Source: an optimization exercise on an open RTL-to-GDS flow (aim: small area, a short achievable clock period and few clock cycles). Production flows keep margins and buffers that such runs may drop. The RTL was checked by simulation tests, not by an equivalence proof against the original design.

Setup of epsilon:
==> flow/design.v (excerpt) <==
module jt900h_alu(
    input             rst,
    input             clk,
    input             cen,
    input      [31:0] op0,       
    input      [31:0] op1,       
    input      [31:0] op2,       
    input             bs,ws,qs,
    input             div_sign,       
    input             div,
    output            div_busy,
    input       [4:0] alu_sel,
    input       [2:0] cx_sel,
    input             nin, hin, cin, zin,
    output            s,z,p,c,v,
    output            h,
    output     [31:0] rslt
);
localparam [4:0]
    NOP_ALU  = 5'd0,
    ADD_ALU  = 5'd1,
    SUB_ALU  = 5'd2,
    DAA_ALU  = 5'd3,
    BAND_ALU = 5'd4,
    BOR_ALU  = 5'd5,
    BXOR_ALU = 5'd6,
    BSET_ALU = 5'd7,
    AND_ALU  = 5'd8,
    OR_ALU   = 5'd9,
    XOR_ALU  = 5'd10,
    CPL_ALU  = 5'd11,
    MUL_ALU  = 5'd12,
    MULS_ALU = 5'd13,
    SH4_ALU  = 5'd14,
    DIV_ALU  = 5'd15,
    SHL_ALU  = 5'd16,
    SHR_ALU  = 5'd17,
    RRD_ALU  = 5'd18,
    RLD_ALU  = 5'd19,
    MIRR_ALU = 5'd20,
    BS1B_ALU = 5'd21,
    MOD_ALU  = 5'd22;
localparam [2:0]
    NONE_CX  = 3'd0,
    CIN_CX   = 3'd1,
    COM_CX   = 3'd2,
    B0_CX    = 3'd3,
    HI_CX    = 3'd4,
    ZF_CX    = 3'd5,
    SA_CX    = 3'd6,
    SH_CX    = 3'd7;
reg         cx;
reg  [ 7:0] daa;
wire [15:0] div_quot, div_rem;
wire        div_v;
reg         upper02, upper03, upper08, upper09, upperaf, upper9f,
            upper7f, upper6f, lower09, loweraf, lower03, lower6f, cdaa;
jt900h_div u_div (
    .rst  ( rst         ),
    .clk  ( clk         ),
    .cen  ( cen         ),
    .op0  ( op0         ),  
    .op1  ( op1[15:0]   ),
    .len  ( qs          ),
    .sign ( div_sign    ),
    .start( div         ),
    .quot ( div_quot    ),
    .rem  ( div_rem     ),
    .busy ( div_busy    ),
    .v    ( div_v       )
);
always @* begin
    {cdaa,daa} = 0;
    upper02 = op0[7:4]<=2;
    upper03 = op0[7:4]<=3;
    upper08 = op0[7:4]<=8;
    upper09 = op0[7:4]<=9;
  ...
clock: 17.0 ns
lec_check: 0
cap_margin: 20
core_margin: 2
core_utilization: 35
place_density: 0.5
setup_slack_margin: 4
slew_margin: 20
standard.sh (not shown) runs the stock make flow with config.mk's settings and CLKGATE_MAP_FILE= SYNTH_SCRIPT=/design/flow/synth_recipe.tcl, a recipe that flattens the netlist after the stock synthesis.
==> flow/flow/run.sh <==
#!/bin/bash
# The standard layout, with plain buf_1 cells as the port buffers instead
# of the delay buffers buffer_ports picks by default. Every other step is the
# standard one. make's output goes to std_flow.log; ORFS keeps each step's log
# under orfs/logs.
set -euo pipefail
export BUFFER_PORTS_ARGS="-buffer_cell sky130_fd_sc_hd__buf_1"
bash standard.sh finish > std_flow.log 2>&1
Testbench counts of epsilon, summed over its fixed seeds: cycles 34,238.
Input-level comparison between beta and epsilon:
Settings: PLACE_DENSITY changed from 0.5 to 0.7; CORE_UTILIZATION changed from 35 to 55; CAP_MARGIN changed from 20 to 5; SLEW_MARGIN changed from 20 to 5.
==> comparison <==
- met3 track utilization from global routing ends up higher on beta.
- Changes observed in beta relative to epsilon: core utilization rose 22 points, sequential share of layout area did not really move, initial antenna violation count higher.
- The routed wire length in beta sits about 6% below the value recorded for epsilon.
- Total buffers and inverters traversed by the critical path, epsilon and beta, lower one = epsilon.
- Per-cell via count in the routed design, epsilon and beta, higher one = beta.

---

jt900h_alu again, from the RTL that the note above started with.
==> flow/config.mk <==
export PLATFORM = sky130hd
export DESIGN_NAME = jt900h_alu
export DESIGN_NICKNAME = jt900h_alu
export VERILOG_FILES = /design/flow/design.v
export SDC_FILE = /design/flow/constraint.sdc
export NUM_CORES = 4
export LEC_CHECK = 0
export CAP_MARGIN = 20
export CORE_MARGIN = 2
export CORE_UTILIZATION = 40
export PLACE_DENSITY = 0.55
export SETUP_SLACK_MARGIN = 4
export SLEW_MARGIN = 20
==> flow/constraint.sdc <==
create_clock -name core_clock -period 17.0 [get_ports {clk}]
set_input_delay 3.4000 -clock core_clock [delete_from_list [all_inputs] [get_ports {clk}]]
set_output_delay 3.4000 -clock core_clock [all_outputs]
set_load 0.01 [all_outputs]
Scripts as last shown in full above: flow/flow/run.sh
The starting point completed without violations.
Testbench counts at the start, summed over its fixed seeds: cycles 34,238.
Change:
--- a/flow/config.mk
+++ b/flow/config.mk
@@ -7,3 +7,3 @@
 export LEC_CHECK = 0
-export CAP_MARGIN = 20
+export CAP_MARGIN = 5
 export CORE_MARGIN = 2
@@ -12,2 +12,2 @@
 export SETUP_SLACK_MARGIN = 4
-export SLEW_MARGIN = 20
+export SLEW_MARGIN = 5
Effect: The changed run produced a clean layout. Clock-buffer cell count is unchanged. Utilization stays the same. Flip-flop and latch count stays the same. Worst setup slack is unchanged. Die area does not change. Area after synthesis is unchanged. Via count is unchanged. Register-to-register slack hardly moves.
Change:
--- a/flow/config.mk
+++ b/flow/config.mk
@@ -7,7 +7,7 @@
 export LEC_CHECK = 0
-export CAP_MARGIN = 5
+export CAP_MARGIN = 20
 export CORE_MARGIN = 2
-export CORE_UTILIZATION = 40
-export PLACE_DENSITY = 0.55
-export SETUP_SLACK_MARGIN = 4
-export SLEW_MARGIN = 5
+export CORE_UTILIZATION = 55
+export PLACE_DENSITY = 0.7
+export SETUP_SLACK_MARGIN = 3.5
+export SLEW_MARGIN = 20
What happened: Hold slack stays flat. Cell count came out lower by a few percent. Routed wire length decreases by a few percent. Setup slack loses 0.48 ns. Critical path depth is higher by 1. Design area goes down by a few percent. Global-route usage came out higher by 11 points.
Change:
--- a/flow/config.mk
+++ b/flow/config.mk
@@ -9,4 +9,4 @@
 export CORE_MARGIN = 2
-export CORE_UTILIZATION = 55
-export PLACE_DENSITY = 0.7
+export CORE_UTILIZATION = 40
+export PLACE_DENSITY = 0.55
 export SETUP_SLACK_MARGIN = 3.5
Result: The changed run completed with no timing, DRC or antenna violations; die area rose by about 37%; clock skew hardly moves; hold slack improved by 0.0038 ns; sequential share of layout area stays flat; setup slack got worse by 0.054 ns; final cell count rose by 5.9%; routed wire length rose by 4.0%; global-route usage fell by 11 points; area after synthesis does not change.

[port drivers added, routing unchanged]
In the flow no input, the clock included, has a driving cell. The finished layouts below were timed again as built, in two steps. Step 1: set_driving_cell puts a clkbuf_16 on clk and a buf_2 on each other input, an assumption about the parent block. Step 2 also shifts input and output timing later by t, the mid clock arrival at the registers, as if the neighbouring blocks saw the same clock. Three values: ideal, step 1, step 2; two values: the first two.
run	t, ns	setup WS [ns]	worst register clock-pin slew, ns
epsilon	0.346	4.185 / 4.159 / 4.159	0.08 / 0.08
beta	0.343	4.153 / 4.126 / 4.126	0.08 / 0.08
the first run of note 2	0.347	4.193 / 4.171 / 4.171	0.08 / 0.08
the second run of note 2	0.347	4.193 / 4.171 / 4.171	0.08 / 0.08
the third run of note 2	0.340	3.710 / 3.682 / 3.682	0.08 / 0.08
the fourth run of note 2	0.351	3.656 / 3.627 / 3.627	0.08 / 0.08
After both steps every run listed still meets setup and hold. The setup slack of the fourth run of note 2, which loses most, moves by -0.029 ns with the drivers and by -0.029 ns with both steps.
